This design comes from an exercise in tuning for small area, a short achievable clock period and few clock cycles per item on the open sky130 flow, not from production work.
RTL that was checked went through simulation tests only; none was proved equivalent to the original.

Setup of alpha:
Design BSW, start of the top module:
module BSW (
    clk, rst, start,
    i_Q, i_R,
    o_Q_al,
    o_R_al,
    detail_info,
    done
);
    input clk, rst;
    input  [2:0] i_Q, i_R;
    input  start;
    output [2:0] o_Q_al, o_R_al;
    output [8:0] detail_info;
    output done;
    localparam [1:0] C_STOP = 2'd0, C_I = 2'd1, C_D = 2'd2, C_G = 2'd3;
    integer k;
    function ge8;
        input [7:0] a, b;
        reg [7:0] g, l;
        reg [3:0] g1, l1;
        reg [1:0] g2, l2;
        integer t;
        begin
            g = a & ~b;
            l = ~a & b;
            for (t = 0; t < 4; t = t + 1) begin
                g1[t] = g[2*t+1] | (~l[2*t+1] & g[2*t]);
                l1[t] = l[2*t+1] | (~g[2*t+1] & l[2*t]);
            end
            for (t = 0; t < 2; t = t + 1) begin
                g2[t] = g1[2*t+1] | (~l1[2*t+1] & g1[2*t]);
                l2[t] = l1[2*t+1] | (~g1[2*t+1] & l1[2*t]);
            end
            ge8 = ~(l2[1] | (~g2[1] & l2[0]));
        end
    endfunction
    function [11:0] pe_cell;
        input [3:0] ta, tb;
        input noA, noB, mt, c0, c1;
        reg aGEb, selM, sat, hz;
        reg [3:0] tmx;
        reg [2:0] tu, tv;
        reg [1:0] v, code;
        reg [3:0] tdl, tdu;
        reg [4:0] xv;         
        begin
            if (noA) begin
                aGEb = 1'b0; tmx = tb;
            end else if (noB) begin
                aGEb = 1'b1; tmx = ta;
            end else begin
                aGEb = &(ta | ~tb); tmx = ta | tb;
            end
            selM = mt ? tmx[3] : tmx[0];
            tu   = selM ? tmx[3:1] : (mt ? 3'b111 : 3'b000);
            sat  = c0 & ~tu[0];
            tv   = {tu[2:1], tu[0] | sat};
  ...
Settings: LEC_CHECK=0, ABC_AREA=1, CAP_MARGIN=20, CORE_MARGIN=2, CORE_UTILIZATION=40, CTS_CLUSTER_DIAMETER=80, CTS_CLUSTER_SIZE=25, SLEW_MARGIN=20; clock period 24.0 ns.
standard.sh (not shown) runs the stock make flow with config.mk's settings and CLKGATE_MAP_FILE= SYNTH_SCRIPT=/design/flow/synth_recipe.tcl, a recipe that flattens the netlist after the stock synthesis.
==> flow/flow/run.sh <==
#!/bin/bash
# Standard layout, with the port buffers made of buf_4 cells instead of the
# cell buffer_ports picks by default, and timing repair aiming at 18.2 ns of
# setup slack (the clock period stays the design's). Make's full output goes
# to flow.log; each tool's own logs stay under orfs/logs.
set -euo pipefail
export BUFFER_PORTS_ARGS="-buffer_cell sky130_fd_sc_hd__buf_4"
export SETUP_SLACK_MARGIN=18.2
bash standard.sh > flow.log 2>&1
Relative to alpha, the following input files were edited for beta:
diff --git a/flow/design.v b/flow/design.v
--- a/flow/design.v
+++ b/flow/design.v
@@ -298,23 +298,18 @@
     reg [3:0]  blk;                     
     reg [5:0]  cin_e, cin_o;            
     reg [5:0]  base;
     reg [5:0]  pe_w;                    
     reg        pe_par;
     reg [2:0]  pe_p;
     reg [4:0]  vtop;                    
     wire [3:0] bE    = pe_w[5:2];
     reg  [63:0] oh;                     
-    always @(*) begin
-        for (k = 0; k < 64; k = k + 1)
-            oh[k] = ((k / 16) < base[1:0]) ? (base[5:2] == ((k + 15) % 16))
-                                           : (base[5:2] == (k % 16));
-    end
     reg  [15:0] rsel;                   
     function [23:0] sel16x24;
         input [383:0] v;
         input [15:0] s;
         integer a;
         begin
             sel16x24 = 24'd0;
             for (a = 0; a < 16; a = a + 1)
                 sel16x24 = sel16x24 | (v[24*a +: 24] & {24{s[a]}});
@@ -463,18 +458,21 @@
         else
             base_n = shift_r ? base - 6'd3 : base + 6'd1;
     end
     always @(posedge clk) begin
         base <= base_n;
         if (ps_go)          blk <= go_b;
         else if (st0)       blk <= s_b + 4'd1;
         else if (ps_act)    blk <= blk - 4'd1;
         else if (shift_r)   blk <= blk + 4'd1;
+        for (k = 0; k < 64; k = k + 1)
+            oh[k] <= ((k / 16) < base_n[1:0]) ? (base_n[5:2] == ((k + 15) % 16))
+                                              : (base_n[5:2] == (k % 16));
         for (k = 0; k < 16; k = k + 1)
             rsel[k] <= ((base_n[1:0] + 2'd3 - (k / 4)) & 2'd3) == (k % 4);
     end
     reg [15:0] pcur, pnext, pprev;
     reg        st0_r;            
     reg [3:0]  s_b;
     reg [1:0]  s_k;
     reg        s_par;
     reg [2:0]  s_p;
- [compare] base=alpha new=beta: area share of buffers outside the clock network lower.
- beta: unique cell type count in the Yosys netlist higher than alpha
- [beta] total die area fell 0.96% relative to alpha
- Compare beta and alpha | number of buffers inserted during clock tree synthesis higher: beta
- For post-synthesis xor/xnor area fraction, beta and alpha come out practically identical.
- Re number of buffer and inverter instances along the worst setup path: no difference whatsoever between alpha and beta.
No run of this note included a check of the RTL's function; only the layout flow was run.

* * *

Setup of run 1:
Another version of the RTL of BSW (not shown whole).
Size: ~9800 cells after synthesis, roughly 2300 flip-flops, ~25 I/O pins.
==> flow/config.mk <==
export PLATFORM = sky130hd
export DESIGN_NAME = BSW
export DESIGN_NICKNAME = BSW
export VERILOG_FILES = /design/flow/design.v
export SDC_FILE = /design/flow/constraint.sdc
export NUM_CORES = 8
export LEC_CHECK = 0
export ABC_AREA = 1
export CAP_MARGIN = 20
export CORE_MARGIN = 2
export CORE_UTILIZATION = 40
export CTS_CLUSTER_DIAMETER = 80
export CTS_CLUSTER_SIZE = 25
export SLEW_MARGIN = 20
==> flow/constraint.sdc <==
create_clock -name core_clock -period 24.0 [get_ports {clk}]
set_input_delay 4.8000 -clock core_clock [delete_from_list [all_inputs] [get_ports {clk}]]
set_output_delay 4.8000 -clock core_clock [all_outputs]
set_load 0.01 [all_outputs]
==> flow/flow/run.sh <==
#!/bin/bash
# Standard layout, with the port buffers made of buf_4 cells instead of the
# cell buffer_ports picks by default. Make's full output goes to flow.log;
# each tool's own logs stay under orfs/logs.
set -euo pipefail
export BUFFER_PORTS_ARGS="-buffer_cell sky130_fd_sc_hd__buf_4"
bash standard.sh > flow.log 2>&1
diff inputs: run 1 => run 2
--- a/flow/design.v
+++ b/flow/design.v
@@ -409,14 +409,12 @@
     wire free   = !ps_act || ps_end;
     wire bnew   = upd || w63;                      
     wire ps_go  = ps_ok && !strm && (fin || (bchg && !ps_act));
     wire [3:0] go_b = fin ? 4'd15 : best_w[5:2];
     wire abort  = ps_go && ps_act && !ps_end;
     wire st_go  = late && !fin && !strm && free;
-    wire st_mg  = late && !fin && !strm && merge;
-    wire st0    = st0_r || st_mg;
     always @(posedge clk or posedge rst) begin
         if (rst) begin
             ps_act <= 1'b0;
             strm   <= 1'b0;
             bchg   <= 1'b1;
             vtop   <= 5'd0;
@@ -448,33 +446,33 @@
             if (ps_act && blk < bE && blk == k) cst[4*k +: 4] <= cin_x;
     end
     reg [5:0] base_n;
     always @(*) begin
         if (ps_go)
             base_n = fin ? 6'd1 : cyc[5:0] - 6'd6 - {best_w[5:2], 2'b00};
-        else if (st0)
-            base_n = cyc[5:0] - 6'd10 - {s_b, 2'b00};
         else if (ps_act)
             base_n = base + 6'd5;
+        else if (st0)
+            base_n = cyc[5:0] - 6'd10 - {s_b, 2'b00};
         else
             base_n = shift_r ? base - 6'd3 : base + 6'd1;
     end
     always @(posedge clk) begin
         base <= base_n;
         if (ps_go)          blk <= go_b;
-        else if (st0)       blk <= s_b + 4'd1;
         else if (ps_act)    blk <= blk - 4'd1;
+        else if (st0)       blk <= s_b + 4'd1;
         else if (shift_r)   blk <= blk + 4'd1;
         for (k = 0; k < 64; k = k + 1)
             oh[k] <= ((k / 16) < base_n[1:0]) ? (base_n[5:2] == ((k + 15) % 16))
                                               : (base_n[5:2] == (k % 16));
         for (k = 0; k < 16; k = k + 1)
             rsel[k] <= ((base_n[1:0] + 2'd3 - (k / 4)) & 2'd3) == (k % 4);
     end
     reg [15:0] pcur, pnext, pprev;
-    reg        st0_r;            
+    reg        st0;              
     reg [3:0]  s_b;
     reg [1:0]  s_k;
     reg        s_par;
     reg [2:0]  s_p;
     reg        sa_act;           
     reg [6:0]  sa_d;             
@@ -517,30 +515,30 @@
     wire        shift = (st0 || sa_act) && !last && (nd[6:3] != cd[6:3]);
     wire       last = (cd == e_d);
     wire [5:0] cqp = st0 ? cyc[5:0] - s_i[5:0] : sa_qp;
     wire [5:0] crp = st0 ? cyc[5:0] - s_j[5:0] : sa_rp;
     always @(posedge clk or posedge rst) begin
         if (rst) begin
-            st0_r  <= 1'b0;
+            st0    <= 1'b0;
             sa_act <= 1'b0;
             sb_end <= 1'b0;
             done_r <= 1'b0;
             dcnt   <= 3'd0;
         end else if (!run) begin
-            st0_r  <= 1'b0;
+            st0    <= 1'b0;
             sa_act <= 1'b0;
             sb_end <= 1'b0;
             done_r <= 1'b0;
             dcnt   <= 3'd0;
         end else begin
-            st0_r <= st_go && !st_mg;
+            st0 <= st_go;
             if (st0 || sa_act) begin
                 sa_act <= !last;
                 sb_end <= last;
             end
-            done_r <= strm || st_mg;     
+            done_r <= strm;              
             if ((st0 || dcnt != 3'd0) && dcnt != 3'd7) dcnt <= dcnt + 3'd1;
         end
     end
     always @(posedge clk) begin
         if (!run) begin
             s_b   <= 4'd0;
@@ -558,13 +556,13 @@
             sa_rp <= crp + {5'd0, !nc[0]};
         end
     end
     reg [15:0] pprev2;
     reg        fnd_r, mrg_r;
     wire [15:0] pc_eff = fnd_r ? pprev : pcur;
-    wire [15:0] pn_eff = (fnd_r || mrg_r) ? pprev2 : (merge && blk == s_b) ? pprev : pnext;
+    wire [15:0] pn_eff = (fnd_r || mrg_r) ? pprev2 : pnext;
     always @(posedge clk) begin
         pprev  <= blk_path;
         pprev2 <= pprev;
         fnd_r  <= ps_act && !merge && found;
         mrg_r  <= merge && blk == s_b;
         if (shift) begin
Results
Run 2 against run 1: total met2 wirelength after detailed routing barely changed; count of unique library cells instantiated by Yosys decreased by 2.4% relative to the old numbers; final wirelength lost about 1.4%. Run 2 vs run 1 — non-clock buffer count climbed by a few percent. Between run 2 and run 1, the difference in number of flip-flops and latches is negligible. Any difference in utilization after layout between run 1 and run 2 is small enough to ignore. [compare] base=run 1 new=run 2: detail-routed via count per cell did not really move; share of the synthesized area in compound gates (AO/OA/AOI/OAI) went down.
Testbench counts of run 2, summed over its fixed seeds: cycles 44,818, items 320.
The RTL of run 1 was laid out without a check of its function.

==> what the ideal ports hide <==
The results above use ideal ports. As a check the final layouts listed here were re-extracted and re-timed, cells and wires unchanged.
Step 1 assumes that a clkbuf_16 drives the clock port and a buf_2 every other input.
Step 2, shift: input delay + t, output delay - t, t = (earliest + latest rising clock arrival at the registers) / 2. This alone moves slack from input paths to output paths.
Slacks: ideal / step 1 / step 2; pairs: ideal / step 1.
run	t, ns	setup WS [ns]	hold WS [ns]	worst data-port slew with drivers (ns)
alpha	0.892	17.750 / 17.660 / 18.301	0.301 / 0.301 / 0.301	0.09
beta	0.920	17.735 / 17.642 / 18.363	0.328 / 0.328 / 0.328	0.10
run 1	0.888	16.999 / 16.999 / 16.999	0.300 / 0.300 / 0.300	0.03
run 2	0.900	17.698 / 17.698 / 17.698	0.282 / 0.282 / 0.282	0.04
After both steps every run listed still meets setup and hold.
